From an optimization exercise on the open Yosys and OpenROAD flow, aimed at a short achievable clock period and few clock cycles; shortcuts taken in it are not production practice.
Only simulation tests tie the RTL to the original design; equivalence was not proved.
Power and IR drop assume default switching activity.

File: flow/constraint.sdc
create_clock -name core_clock -period 6.0 [get_ports {CLK}]
set_input_delay 1.2000 -clock core_clock [delete_from_list [all_inputs] [get_ports {CLK}]]
set_output_delay 1.2000 -clock core_clock [all_outputs]
set_load 0.01 [all_outputs]
File: flow/config.mk
export PLATFORM = sky130hd
export DESIGN_NAME = rat_6_arch
export DESIGN_NICKNAME = rat_6_arch
export VERILOG_FILES = /design/flow/design.v
export SDC_FILE = /design/flow/constraint.sdc
export NUM_CORES = 4
export LEC_CHECK = 0
export CAP_MARGIN = 20
export CORE_MARGIN = 2
export CORE_UTILIZATION = 40
export SLEW_MARGIN = 20
File: flow/design.v
`timescale 1ns / 1ps
module rat_6_arch(
    input [7:0]IN_PORT,
    input CLK,
    output IO_STRB,
    input RESET,
    output [7:0]PORT_ID,
    output [7:0]OUT_PORT,
    output [9:0]PROG_ADDR,
    input [17:0]PROG_IR
    );
    logic C;
    logic Z;
    logic INT;
    logic [4:0]OPCODE_HI_5;
    logic [1:0]OPCODE_LO_2;
    logic RST;
    logic I_SET;
    logic I_CLR;
            logic PC_LD;
            logic PC_INC;
            logic [1:0]PC_MUX_SEL;
            logic [9:0]PC_DIN;
            logic [9:0]PC_COUNT;
            logic ALU_OPY_SEL;
            logic [3:0]ALU_SEL;
            logic [7:0]ALU_DIN;
            logic ALU_C;
            logic ALU_Z;
            logic [7:0]RESULT;
            logic RF_WR;
            logic [1:0]RF_WR_SEL;
            logic [7:0]RF_DIN;
            logic [7:0]DX_OUT;
            logic [7:0]DY_OUT;
            logic SP_LD;
            logic SP_INCR;
            logic SP_DECR;
            logic SCR_WE;
            logic [1:0]SCR_ADDR_SEL;
            logic SCR_DATA_SEL;
    logic FLG_C_SET;
    logic FLG_C_CLR;
    logic FLG_C_LD;
    logic FLG_Z_LD;
    logic FLG_LD_SEL;
    logic FLG_SHAD_LD;
    logic [9:0]STACK;
    logic [7:0]B;
    logic [17:0]IR;
    assign OPCODE_HI_5=IR[17:13];
    assign OPCODE_LO_2=IR[1:0];
    assign OUT_PORT=DX_OUT;
    assign PORT_ID=IR[7:0];
    assign INT=1'b0;
    assign STACK=10'h000;
    assign B=8'h00;
    ProgramCounter pc0(
        .PC_LD(PC_LD),
        .PC_INC(PC_INC),
        .PC_DIN(PC_DIN),
        .RST(RST),
        .CLK(CLK),
        .PC_COUNT(PC_COUNT)
        );
        comb_PC_Mux pc1(
            .FROM_IMMED(IR[12:3]),
            .FROM_STACK(STACK),
            .PC_MUX_SEL(PC_MUX_SEL),
            .MUX_O(PC_DIN)
            ); 
    assign PROG_ADDR=PC_COUNT;
    assign IR=PROG_IR;
    REG_FILE rf0(
        .DIN(RF_DIN),
        .ADRX(IR[12:8]),
        .ADRY(IR[7:3]),
        .RF_WR(RF_WR),
        .CLK(CLK),
        .DX_OUT(DX_OUT),
        .DY_OUT(DY_OUT)
        );
        comb_RF_Mux rf1(
            .RF_WR_SEL(RF_WR_SEL),
            .RESULT(RESULT),
            .SCR_DATA_OUT(STACK[7:0]),
            .B(B),
            .IN_PORT(IN_PORT),
            .DIN(RF_DIN)
            );   
    ALU alu0(
        .SEL(ALU_SEL),
        .A(DX_OUT),
        .B(ALU_DIN),
        .CIN(C),
        .RESULT(RESULT),
        .C(ALU_C),
        .Z(ALU_Z)
        );
        comb_ALU_Mux alu1(
            .ALU_OPY_SEL(ALU_OPY_SEL),
            .DY_OUT(DY_OUT),
            .IR(IR[7:0]),
            .DIN(ALU_DIN)
            );
    Flags fl0(
        .FLG_CLK(CLK),
        .FLG_C_SET(FLG_C_SET),
        .FLG_C_CLR(FLG_C_CLR),
        .FLG_C_LD(FLG_C_LD),
        .FLG_Z_LD(FLG_Z_LD),
        .FLG_LD_SEL(FLG_LD_SEL),
        .FLG_SHAD_LD(FLG_SHAD_LD),
        .FLG_CIN(ALU_C),
        .FLG_ZIN(ALU_Z),
        .FLG_COUT(C),
        .FLG_ZOUT(Z)
        );
    ControlUnit cu0(
        .CLK(CLK),
        .C(C),
        .Z(Z),
        .INT(INT),
        .RESET(RESET),
        .OPCODE_HI_5(OPCODE_HI_5),
        .OPCODE_LO_2(OPCODE_LO_2),
        .I_SET(I_SET),
        .I_CLR(I_CLR),
        .PC_LD(PC_LD),
        .PC_INC(PC_INC),
        .PC_MUX_SEL(PC_MUX_SEL),
        .ALU_OPY_SEL(ALU_OPY_SEL),
        .ALU_SEL(ALU_SEL),
        .RF_WR(RF_WR),
        .RF_WR_SEL(RF_WR_SEL),
        .SP_LD(SP_LD),
        .SP_INCR(SP_INCR),
        .SP_DECR(SP_DECR),
        .SCR_WE(SCR_WE),
        .SCR_ADDR_SEL(SCR_ADDR_SEL),
        .SCR_DATA_SEL(SCR_DATA_SEL),
        .FLG_C_SET(FLG_C_SET),
        .FLG_C_CLR(FLG_C_CLR),
        .FLG_C_LD(FLG_C_LD),
        .FLG_Z_LD(FLG_Z_LD),
        .FLG_LD_SEL(FLG_LD_SEL),
        .FLG_SHAD_LD(FLG_SHAD_LD),
        .RST(RST),
        .IO_STRB(IO_STRB)
    );
endmodule
module comb_PC_Mux(
    input [9:0]FROM_IMMED,
    input [9:0]FROM_STACK,
    input [1:0]PC_MUX_SEL,
    output [9:0]MUX_O
    );
    logic [9:0]T_MUX_O;
    always_comb
    begin
        case (PC_MUX_SEL)
            2'b00:  T_MUX_O <= FROM_IMMED;
            2'b01:  T_MUX_O <= FROM_STACK;
            2'b10:  T_MUX_O <= 10'h3FF;
            default:  T_MUX_O<=10'h000;
        endcase
    end 
    assign MUX_O=T_MUX_O;
endmodule
module comb_RF_Mux(
    input [1:0]RF_WR_SEL,
    input [7:0]RESULT,
    input [7:0]SCR_DATA_OUT,
    input [7:0]B,
    input [7:0]IN_PORT,
    output [7:0]DIN
    );
    logic [7:0]T_DIN;
    always_comb
    begin
        case (RF_WR_SEL)
        2'b00:  T_DIN<=RESULT;
        2'b01:  T_DIN<=SCR_DATA_OUT;
        2'b10:  T_DIN<=B;
        2'b11:  T_DIN<=IN_PORT;
        endcase
    end
    assign DIN=T_DIN;
endmodule
module comb_ALU_Mux(
    input ALU_OPY_SEL,
    input [7:0]DY_OUT,
    input [7:0]IR,
    output [7:0]DIN
    );
    logic [7:0]T_DIN;
    always_comb
    begin
        case (ALU_OPY_SEL)
        1'b0:  T_DIN<=DY_OUT;
        1'b1:  T_DIN<=IR;
        endcase
    end
    assign DIN=T_DIN;
endmodule
module ALU(
    input [3:0]SEL,
    input [7:0]A,
    input [7:0]B,
    input CIN,
    output [7:0]RESULT,
    output C,
    output Z
    );
    logic [8:0]X;
    logic [7:0]T_RESULT;
    logic T_C;
    logic T_Z;
    always_comb
    begin
        case (SEL)
        4'b0000:         
            X<=A+B;
        4'b0001:         
            X<=A+B+CIN;
        4'b0010:         
            X<=A-B;
        4'b0011:         
            X<=A-B-CIN;
        4'b0100:         
            X<=A-B;
        4'b0101:         
            X<=A&B;
        4'b0110:         
            X<=A|B;
        4'b0111:         
            X<=A^B;
        4'b1000:         
            X<=A&B;
        4'b1001:         
            X<={A[7:0],CIN};
        4'b1010:         
            X<={A[0],CIN,A[7:1]};
        4'b1011:         
            X<={A[7],A[6:0],A[7]};
        4'b1100:         
            X<={A[0],A[0],A[7:1]};
        4'b1101:         
            X<={A[0],A[7],A[7:1]};
        4'b1110:         
            X<={CIN,B[7:0]};
        4'b1111:         
            begin 
            X<=8'b0;
            end 
        endcase
            T_RESULT<=X[7:0];          
            T_C<=X[8];
            T_Z<=(X==8'b0); 
    end
    assign RESULT = T_RESULT;
    assign C = T_C;
    assign Z = T_Z;
endmodule
module ProgramCounter(
    input PC_LD,
    input PC_INC,
    input [9:0]PC_DIN,
    input RST,
    input CLK,
    output [9:0]PC_COUNT
    );
    logic [9:0]PC_T_COUNT;
    always_ff @(posedge CLK)
    begin
    if (RST == 1)
        begin
        PC_T_COUNT <= 10'b0;
        end
    else
        begin
        if (PC_LD == 1)
            begin
            PC_T_COUNT <= PC_DIN;
            end
        else if (PC_INC == 1)
            begin
            PC_T_COUNT<=PC_T_COUNT+1'b1;
            end
        end
    end
    assign PC_COUNT = PC_T_COUNT;
endmodule
module REG_FILE(
    input [7:0]DIN,
    input [4:0]ADRX,
    input [4:0]ADRY,
    input RF_WR,
    input CLK,
    output [7:0]DX_OUT,
    output [7:0]DY_OUT
    );
    logic [7:0]ram[0:31];
    always @(posedge CLK)
    begin
        if (RF_WR)
            begin
            ram[ADRX] <= DIN;
            end
    end
        assign DX_OUT = ram[ADRX];
        assign DY_OUT = ram[ADRY];
endmodule
module ControlUnit(
  input CLK,
  input C,
  input Z,
  input INT,
  input RESET,
  input [4:0]OPCODE_HI_5,
  input [1:0]OPCODE_LO_2,
  output logic I_SET,
  output logic I_CLR,
  output logic PC_LD,
  output logic PC_INC,
  output logic [1:0]PC_MUX_SEL,
  output logic ALU_OPY_SEL,
  output logic [3:0]ALU_SEL,
  output logic RF_WR,
  output logic [1:0]RF_WR_SEL,
  output logic SP_LD,
  output logic SP_INCR,
  output logic SP_DECR,
  output logic SCR_WE,
  output logic [1:0]SCR_ADDR_SEL,
  output logic SCR_DATA_SEL,
  output logic FLG_C_SET,
  output logic FLG_C_CLR,
  output logic FLG_C_LD,
  output logic FLG_Z_LD,
  output logic FLG_LD_SEL,
  output logic FLG_SHAD_LD,
  output logic RST,
  output logic IO_STRB
  );
  typedef enum {ST_FETCH, ST_EXEC, ST_INIT} STATES; 
  STATES NS, PS;
  logic [6:0] s_opcode;
  assign s_opcode = {OPCODE_HI_5,OPCODE_LO_2};
  always_ff @ (posedge CLK)
    begin
      if (RESET == 1'b1)
        PS <= ST_INIT;
      else
        PS <= NS;
    end
  always_comb
    begin
        I_SET<=1'b0;
        I_CLR<=1'b0;
        PC_LD<=1'b0;
        PC_INC<=1'b0;
        PC_MUX_SEL<=2'b00;
        ALU_OPY_SEL<=1'b0;
        ALU_SEL<=4'h0;
        RF_WR<=1'b0;
        RF_WR_SEL<=2'b00;
        SP_LD<=1'b0;
        SP_INCR<=1'b0;
        SP_DECR<=1'b0;
        SCR_WE<=1'b0;
        SCR_ADDR_SEL<=2'b00;
        SCR_DATA_SEL<=1'b0;
        FLG_C_SET<=1'b0;
        FLG_C_CLR<=1'b0;
        FLG_C_LD<=1'b0;
        FLG_Z_LD<=1'b0;
        FLG_LD_SEL<=1'b0;
        FLG_SHAD_LD<=1'b0;
        RST<=1'b0;
        IO_STRB<=1'b0;
      case (PS)
        ST_INIT: begin       
          NS     <= ST_FETCH;
          RST	 <= 1'b1;
        end
        ST_FETCH: begin     
            NS <= ST_EXEC;   
            PC_INC<=1'b1;   
        end
        ST_EXEC: begin       
            NS <= ST_FETCH;
          case (s_opcode)
            7'b0000100:
            begin
            RF_WR<=1'b1;
            ALU_SEL<=4'b0000;
            FLG_C_LD<=1'b1;
            FLG_Z_LD<=1'b1;
            end
            7'b1010000,7'b1010001,7'b1010010,7'b1010011:
            begin
            RF_WR<=1'b1;
            ALU_SEL<=4'b0000;
            ALU_OPY_SEL<=1'b1;
            FLG_C_LD<=1'b1;
            FLG_Z_LD<=1'b1;
            end
            7'b0000101:
            begin
            RF_WR<=1'b1;
            ALU_SEL<=4'b0001;
            FLG_C_LD<=1'b1;
            FLG_Z_LD<=1'b1;
            end
            7'b1010100,7'b1010101,7'b1010110,7'b1010111:
            begin
            RF_WR<=1'b1;
            ALU_SEL<=4'b0001;
            ALU_OPY_SEL<=1'b1;
            FLG_C_LD<=1'b1;
            FLG_Z_LD<=1'b1;
            end
            7'b0000000:
            begin
            RF_WR<=1'b1;
            ALU_SEL<=4'b0101;
            FLG_C_LD<=1'b1;
            FLG_Z_LD<=1'b1;
            end
            7'b1000000,7'b1000001,7'b1000010,7'b1000011:
            begin
            RF_WR<=1'b1;
            ALU_SEL<=4'b0101;
            ALU_OPY_SEL<=1'b1;
            FLG_C_LD<=1'b1;
            FLG_Z_LD<=1'b1;
            end
            7'b0100100:
            begin
            RF_WR<=1'b1;
            ALU_SEL<=4'b1101;
            FLG_C_LD<=1'b1;
            FLG_Z_LD<=1'b1;
            end
            7'b0010101:
            begin
            if (C==1'b0)
                begin
                PC_LD<=1'b1;
                end
            end
            7'b0010100:
            begin
            if (C==1'b1)
                begin
                PC_LD<=1'b1;
                end
            end
            7'b0010010:
            begin
            if (Z==1'b1)
                begin
                PC_LD<=1'b1;
                end
            end
            7'b0010000:
            begin
            PC_LD<=1'b1;
            end
            7'b0010011:
            begin
            if (Z==1'b0)
                begin
                PC_LD<=1'b1;
                end
            end
			7'b0110000:
			begin
			FLG_C_CLR<=1'b1;
			end
			7'b0001000:
			begin
			ALU_SEL<=4'b0100;
			FLG_C_LD<=1'b1;
            FLG_Z_LD<=1'b1;
			end
			7'b1100000,7'b1100001,7'b1100010,7'b1100011:
			begin
            ALU_SEL<=4'b0100;
            ALU_OPY_SEL<=1'b1;
            FLG_C_LD<=1'b1;
            FLG_Z_LD<=1'b1;
            end
			7'b0000010:
            begin
            RF_WR<=1'b1;
            ALU_SEL<=4'b0111;
            FLG_C_CLR<=1'b1;
            FLG_Z_LD<=1'b1;
            end
            7'b1001000,7'b1001001,7'b1001010,7'b1001011:
            begin
		    RF_WR<=1'b1;
            ALU_SEL<=4'b0111;
            ALU_OPY_SEL<=1'b1;
            FLG_C_LD<=1'b1;
            FLG_Z_LD<=1'b1;
			end
			7'b1100100,7'b1100101,7'b1100110,7'b1100111:
			begin
			RF_WR<=1'b1;
			RF_WR_SEL<=2'b11;
			end
			7'b0100000:
			begin
			RF_WR<=1'b1;
			ALU_SEL<=4'b1001;
			FLG_C_LD<=1'b1;
            FLG_Z_LD<=1'b1;
			end
			7'b0100001:
			begin
			RF_WR<=1'b1;
            ALU_SEL<=4'b1010;
            FLG_C_LD<=1'b1;
            FLG_Z_LD<=1'b1;
           end
			7'b0001001:
			begin
            RF_WR<=1'b1;
            ALU_SEL<=4'b1110;
			end
            7'b1101100,7'b1101101,7'b1101110,7'b1101111:
            begin
            RF_WR<=1'b1;
            ALU_SEL<=4'b1110;
            ALU_OPY_SEL<=1'b1;
            end
            7'b0000001:
            begin
            RF_WR<=1'b1;
            ALU_SEL<=4'b0110;
            FLG_C_LD<=1'b1;
            FLG_Z_LD<=1'b1;
            end
            7'b1000100,7'b1000101,7'b1000110,7'b1000111:
            begin
            RF_WR<=1'b1;
            ALU_SEL<=4'b0110;
            ALU_OPY_SEL<=1'b1;
            FLG_C_LD<=1'b1;
            FLG_Z_LD<=1'b1;
            end
            7'b1101000,7'b1101001,7'b1101010,7'b1101011:
            begin
            IO_STRB<=1'b1;
            end
            7'b0100010:
            begin
            RF_WR<=1'b1;
            ALU_SEL<=4'b1011;
            FLG_C_LD<=1'b1;
            FLG_Z_LD<=1'b1;
            end
            7'b0100011:
            begin
            RF_WR<=1'b1;
            ALU_SEL<=4'b1100;
            FLG_C_LD<=1'b1;
            FLG_Z_LD<=1'b1;
            end
            7'b0110001:
            begin
            FLG_C_SET<=1'b1;
            end
            7'b0000110:
            begin
            RF_WR<=1'b1;
            ALU_SEL<=4'b0010;
            FLG_C_LD<=1'b1;
            FLG_Z_LD<=1'b1;
            end
            7'b1011000,7'b1011001,7'b1011010,7'b1011011:
            begin
            RF_WR<=1'b1;
            ALU_SEL<=4'b0010;
            ALU_OPY_SEL<=1'b1;
            FLG_C_LD<=1'b1;
            FLG_Z_LD<=1'b1;
            end
            7'b0000111:
            begin
            RF_WR<=1'b1;
            ALU_SEL<=4'b0011;
            FLG_C_LD<=1'b1;
            FLG_Z_LD<=1'b1;
            end
            7'b1011100,7'b1011101,7'b1011110,7'b1011111:
            begin
            RF_WR<=1'b1;
            ALU_SEL<=4'b0011;
            ALU_OPY_SEL<=1'b1;
            FLG_C_LD<=1'b1;
            FLG_Z_LD<=1'b1;
            end
            7'b0000011:
            begin
            ALU_SEL<=4'b1000;
            FLG_C_LD<=1'b1;
            FLG_Z_LD<=1'b1;
            end
            7'b1001100,7'b1001101,7'b1001110,7'b1001111:
            begin
            ALU_SEL<=4'b1000;
            ALU_OPY_SEL<=1'b1;
            FLG_C_LD<=1'b1;
            FLG_Z_LD<=1'b1;
            end
            default:           
              begin
              RST <= 1'b0;
              end
          endcase
        end
        default:           
          NS <= ST_INIT;
      endcase
    end
endmodule
module Flags(
		input FLG_CLK,
		input FLG_C_SET,
		input FLG_C_CLR,
		input FLG_C_LD,
		input FLG_Z_LD,
		input FLG_LD_SEL,
		input FLG_SHAD_LD,
		input FLG_CIN,
		input FLG_ZIN,
		output FLG_COUT,
		output FLG_ZOUT);
	logic s_cin, s_zin, r_cout, r_zout, r_c_shad, r_z_shad;
	always_comb
	begin
		if (FLG_LD_SEL == 1'b0) 
			s_zin = FLG_ZIN;
		else
			s_zin = r_z_shad;
	end
	always_comb
	begin
		if (FLG_LD_SEL == 1'b0) 
			s_cin = FLG_CIN;
		else
			s_cin = r_c_shad;
	end
	always_ff @ (posedge FLG_CLK)
	begin
		if (FLG_Z_LD == 1'b1)
			r_zout <= s_zin;
	end
	always_ff @ (posedge FLG_CLK)
	begin
		if (FLG_C_CLR == 1'b1)
			r_cout <= 1'b0;
		else if (FLG_C_SET == 1'b1)
			r_cout <= 1'b1;
		else if (FLG_C_LD == 1'b1)
			r_cout <= s_cin;
	end
	always_ff @ (posedge FLG_CLK)
	begin
		if (FLG_SHAD_LD == 1'b1)
			r_z_shad <= r_zout;
	end
	always_ff @ (posedge FLG_CLK)
	begin
		if (FLG_SHAD_LD == 1'b1)
			r_c_shad <= r_cout;
	end
	assign FLG_COUT = r_cout;
	assign FLG_ZOUT = r_zout;
endmodule
File: flow/run.sh
#!/bin/bash
# synth_recipe.tcl (not shown) runs the flow's synth.tcl, then flattens the netlist and writes it again
# the make line also repeats each setting of config.mk as NAME=value (left out here)
make -C /OpenROAD-flow-scripts/flow DESIGN_CONFIG=/design/flow/config.mk WORK_HOME=/design/flow/orfs CLKGATE_MAP_FILE= SYNTH_SCRIPT=/design/flow/synth_recipe.tcl finish
==> summary.txt <==
Outcome
The flow ran to the end and the layout has no timing, DRC or antenna violations.

Placed design
The sum of net half-perimeters after detailed placement is 42,920 um. The placed instances occupy a cell area of 18,770 um^2. Port buffering added 54 buffers. Routability-driven placement finished with a final weighted congestion of 1.008.

Routing
The detailed router finished its first iteration with 1,470 violations. The final antenna-violating net count is 0. The number of remaining DRC errors is 0. The routed layout has 12,641 vias. The number of detailed-route iterations in the first pass is 7. Wires add up to 56,560 um. The post-detailed-route via-to-cell ratio is around 6.1. The routed wirelength normalized by instance count is 27.19 um.

STA
The worst slew margin relative to its limit is a little under 40%. The share of the clock period used by the worst path after layout is 96.10%. The post-layout minimum cycle time is 5.766 ns. Setup repair after global routing left no endpoint under its margin. At the pin with the least slew margin, the transition time is 0.9090 ns.

Setup violations remaining at the end of the flow were counted as 0. The highest attainable clock frequency is roughly 170 MHz. The setup TNS is 0 ns. The worst-case clock skew is between 0.03 and 0.04 ns. The number of hold violations in the final report was 0. The count of final max-slew check failures is 0.

CTS
The root buffer cell chosen for the clock tree is sky130_fd_sc_hd__clkbuf_16. For the worst-skew pair, the clock arrives at the later sink with an insertion delay of around 0.56 ns. The CTS tree is built. The number of clock sinks is 270. The number of buffers inserted during clock tree synthesis is 28. CTS built an H-tree with a depth of 1. Counting along the longest clock path gives a buffer depth of 3. The clock transition at the registers of the reported paths is 0.06 ns.

GRT
The number of antenna violations at the first check in global routing is 0. For this run, the total global-route usage over all layers was measured as 27.46%. The first global-routing pass estimated 82,010 um of wire. The global route total overflow is 0.

The number of global-route vias before repair is 12,127. Entering global routing, the biggest net connects 33 pins.

Critical path
The launching point of the worst reg2reg path is rf0.ram[21][0]$_DFFE_PP_. In this design, the stage delay of the slowest critical-path cell is 0.57 ns. Across all register-to-register paths, the minimum setup slack is a little over 0.9 ns. The critical path goes through buf_4 -> buf_12 -> buf_4 -> mux4_2 -> mux4_2 -> mux2i_2 -> o21ai_0 -> inv_1 -> ha_1 -> o21ai_0 -> a21oi_1 -> o31a_1 -> nor3_1 -> nand2_1 -> or3_1 -> nand2_1 -> o22ai_1 -> or3_1 -> mux2_2 -> buf_12.

The endpoint identified for the worst register-to-register timing path is rf0.ram[3][7]$_DFFE_PP_. The critical path arrival is roughly 6 ns. The family with the most delay on the worst path is multiplexers. The slowest stage of the critical path is the sky130_fd_sc_hd__mux4_2 cell. In this run the worst path has a maximum fanout of 32.

The worst setup path is captured at a flop. STA classifies the critical path startpoint as an input pin. The class of the most critical setup path is input pin to flop. The number of cells on the worst reg-to-reg path is 20. For the worst setup path, the data required time is 6.27 ns. The buffers plus inverters on the worst setup path is 5.

Floorplan
The floorplan step set the die width to 201.5 um. For this design the top-level I/O count stands at 55. After floorplanning, the core was sized to cover just under 40,000 um^2. Once the floorplan was initialized, standard cells occupied 40.46% of the core.

The die outline height is around 200 um. The die covers a little over 40,000 um^2. The floorplan has 72 rows.

Hold path
The critical hold path startpoint is pc0.PC_T_COUNT[3]$_SDFFE_PN0P_. In this run the worst hold path is classified as flop to flop. The number of cells traversed by the worst hold path is 2. The worst min-delay path endpoint is pc0.PC_T_COUNT[3]$_SDFFE_PN0P_.

Cells and area
The number of diodes added for antenna fixing is 0. The layout-stage area growth over the synthesis result is 26.49%. The finished cells cover a little under 20,000 um^2. The post-layout net count is approximately 1,600. Once layout is complete, the utilization of the core stands at 51.18%. In the layout the commonest cells are sky130_fd_sc_hd__buf_4, sky130_fd_sc_hd__edfxtp_1, sky130_fd_sc_hd__mux2i_1. The post-route netlist has 28.36% of its cells at a drive strength greater than 1. Leaving out fill and tap cells, the most frequent cell in the layout is sky130_fd_sc_hd__buf_4.

Flow run
The number of max-cap violations is 0.

Logic synthesis
The prevailing post-synth register cell is sky130_fd_sc_hd__edfxtp_1. In this run the mean area of a mapped cell was 12.39 um^2. In this run, synthesis inferred 257 flip-flops with an integrated enable. The count of state elements after synthesis is 270. Yosys mapped the design onto 75 distinct sky130hd cell types. The post-synthesis cell area is 15,600 um^2. The cell count after synthesis came out at 1,259. Counting every net in the synthesized netlist gives between 1,000 and 1,500. Of all flip-flops after synthesis, the portion carrying an async set or reset was 0%. The count of warnings emitted by yosys is 8. The part of the Yosys area used for sequential elements is about half.

Pwr
Across the VDD grid, the largest voltage drop is approximately 0.00026 V. The leakage power of the design is 7.304 nW. The total power divided by cell area is ~290 nW/um^2.
==> worst reg2reg max path, cell delays in order (launching register included) <==
cell and delay [ns]:
sky130_fd_sc_hd__edfxtp_1 0.38, sky130_fd_sc_hd__mux4_2 0.56, sky130_fd_sc_hd__mux4_2 0.56, sky130_fd_sc_hd__nand2_1 0.11, sky130_fd_sc_hd__nand3_1 0.09, sky130_fd_sc_hd__o21ai_0 0.12, sky130_fd_sc_hd__inv_1 0.12, sky130_fd_sc_hd__ha_1 0.21
sky130_fd_sc_hd__inv_1 0.08, sky130_fd_sc_hd__fa_1 0.25, sky130_fd_sc_hd__nand2b_1 0.18, sky130_fd_sc_hd__a21oi_1 0.10, sky130_fd_sc_hd__o31a_1 0.29, sky130_fd_sc_hd__nor3_1 0.29, sky130_fd_sc_hd__nand2_1 0.10, sky130_fd_sc_hd__or3_1 0.32
sky130_fd_sc_hd__nand2_1 0.07, sky130_fd_sc_hd__o22ai_1 0.09, sky130_fd_sc_hd__or3_1 0.38, sky130_fd_sc_hd__mux2_2 0.32, sky130_fd_sc_hd__buf_12 0.18
==> report_power, final <==
part	leakage, nW	internal, mW	total, mW	switching [mW]
sequential	2.42	2.32	2.33	0.0113
clock	0.461	1.07	1.81	0.738
combinational	4.43	0.691	1.64	0.948
==> logic make-up (layout without fill, tap and decap cells) <==
| group | count (synthesis) | after routing | synth area share, % |
|---|---|---|---|
| fa+ha+maj | 31 | 31 | 2.582 |
| simple gates | 349 | 349 | 11.90 |
| xor+xnor | 21 | 21 | 1.179 |
| buf+inv | 133 | 436 | 3.617 |
| flops | 270 | 270 | 51.13 |
| compound gates | 242 | 242 | 10.23 |
| mux | 213 | 213 | 19.35 |
==> how the worst max path moves through the flow <==
stage | depth (start not counted) | startpoint | endpoint | slack (ns)
floorplan | 17 | PROG_IR[8] | rf0.ram[0][4]$_DFFE_PP_ | 0.04
global placement | 20 | PROG_IR[3] | rf0.ram[11][7]$_DFFE_PP_ | -0.37
detailed placement | 19 | PROG_IR[3] | rf0.ram[11][6]$_DFFE_PP_ | -0.37
CTS | 20 | PROG_IR[3] | rf0.ram[3][7]$_DFFE_PP_ | 0.19
global route | 19 | PROG_IR[9] | rf0.ram[3][7]$_DFFE_PP_ | 0.01
finish | 20 | PROG_IR[3] | rf0.ram[3][7]$_DFFE_PP_ | 0.23
==> final cells by class <==
| type | count | area (um^2) |
|---|---|---|
| Fill cell | 3476 | 18820 |
| Sequential cell | 270 | 7978 |
| Multi-Input combinational cell | 856 | 7074 |
| Timing Repair Buffer | 346 | 2934 |
| Clock buffer | 33 | 719.4 |
| Tap cell | 518 | 648.1 |
| Clock inverter | 18 | 234.0 |
| Inverter | 39 | 146.4 |
==> layer usage <==
layer	vias up	part of all wire (%)	track usage (%)
li1	5563	-	-
met1	6304	40	37.02
met2	673	48	45.95
met3	101	8.4	3.580
met4	0	3.7	9.244
met5	-	0	0
==> Yosys cell counts (7+ instances only) <==
library cell	instances	area share, %
sky130_fd_sc_hd__or3_1	10	0.40
sky130_fd_sc_hd__dfxtp_1	13	1.7
sky130_fd_sc_hd__o21ai_0	38	1.2
sky130_fd_sc_hd__nand3b_1	9	0.43
sky130_fd_sc_hd__mux4_2	70	10
sky130_fd_sc_hd__mux2i_1	134	8.6
sky130_fd_sc_hd__mux2_2	9	0.65
sky130_fd_sc_hd__xnor2_1	13	0.73
sky130_fd_sc_hd__nor3_1	25	0.80
sky130_fd_sc_hd__nand2b_1	7	0.28
sky130_fd_sc_hd__inv_1	38	0.91
sky130_fd_sc_hd__nor4_1	27	1.1
sky130_fd_sc_hd__nand2_1	74	1.8
sky130_fd_sc_hd__nand4_1	13	0.52
sky130_fd_sc_hd__buf_2	22	0.71
sky130_fd_sc_hd__o22ai_1	83	3.3
sky130_fd_sc_hd__a31oi_1	14	0.56
sky130_fd_sc_hd__a22oi_1	9	0.43
sky130_fd_sc_hd__a21oi_1	32	1.0
sky130_fd_sc_hd__ha_1	29	2.3
sky130_fd_sc_hd__nor2b_1	14	0.56
sky130_fd_sc_hd__nand3_1	29	0.93
sky130_fd_sc_hd__and3_1	8	0.32
sky130_fd_sc_hd__buf_1	10	0.24
sky130_fd_sc_hd__edfxtp_1	257	49
sky130_fd_sc_hd__buf_4	10	0.48
sky130_fd_sc_hd__nor2_1	85	2.0
sky130_fd_sc_hd__or3b_2	7	0.39
sky130_fd_sc_hd__xor2_1	8	0.45
sky130_fd_sc_hd__a211oi_1	12	0.58
sky130_fd_sc_hd__clkbuf_1	52	1.3
==> state kept, by name, summed over array words and instances (netlist names) <==
| signal | count |
|---|---|
| cu0.PS | 2 |
| fl0.r_cout | 1 |
| fl0.r_zout | 1 |
| pc0.PC_T_COUNT | 10 |
| rf0.ram | 256 |
==> repair_timing <==
item / in CTS / in global routing
hold buffers: 0 / 0
resized for setup: 0 / 2
setup buffers: 0 / 0
setup endpoints to repair: 0 / 32
==> stage by stage <==
step	hold WS [ns]	worst slack, ns	instances	power, mW
after global routing	0.5403	0.01144	2080	5.985
after detailed placement	0.5058	-0.3688	2029	4.001
after CTS	0.5160	0.1859	2080	5.783
final	0.5194	0.2342	2080	5.786
after floorplan	0.5122	0.04268	1259	3.129
after global placement	0.5029	-0.3685	2029	3.984
Testbench counts, summed over its fixed seeds: cycles 20,620.

==> afterwards: timing with drivers on the ports <==
How much do the figures lean on ideal ports? The routed layout below was timed once more, with nothing changed but the port constraints. Step 1: set_driving_cell puts a clkbuf_16 on CLK and a buf_2 on each other input, an assumption about the parent block. Step 2 moves the port delays by t, midway between the first and last clock arrival at a register: inputs arrive t later, outputs are due t later. That takes back most of the time a late clock gives input paths. Slacks: ideal ports / drivers / drivers and shift; pairs: ideal ports / drivers.
t, ns: 0.597
slack for setup (ns): 0.234 / 0.260 / -0.337
hold slack, ns: 0.519 / 0.519 / 0.519
worst register clock-pin slew, ns: 0.07 / 0.07
pins driven straight from the clock port: 1
With both steps, setup timing fails in this run, where it was met with ideal ports. For this run, drivers alone change the setup slack by +0.026 ns; drivers and shift together by -0.571 ns.
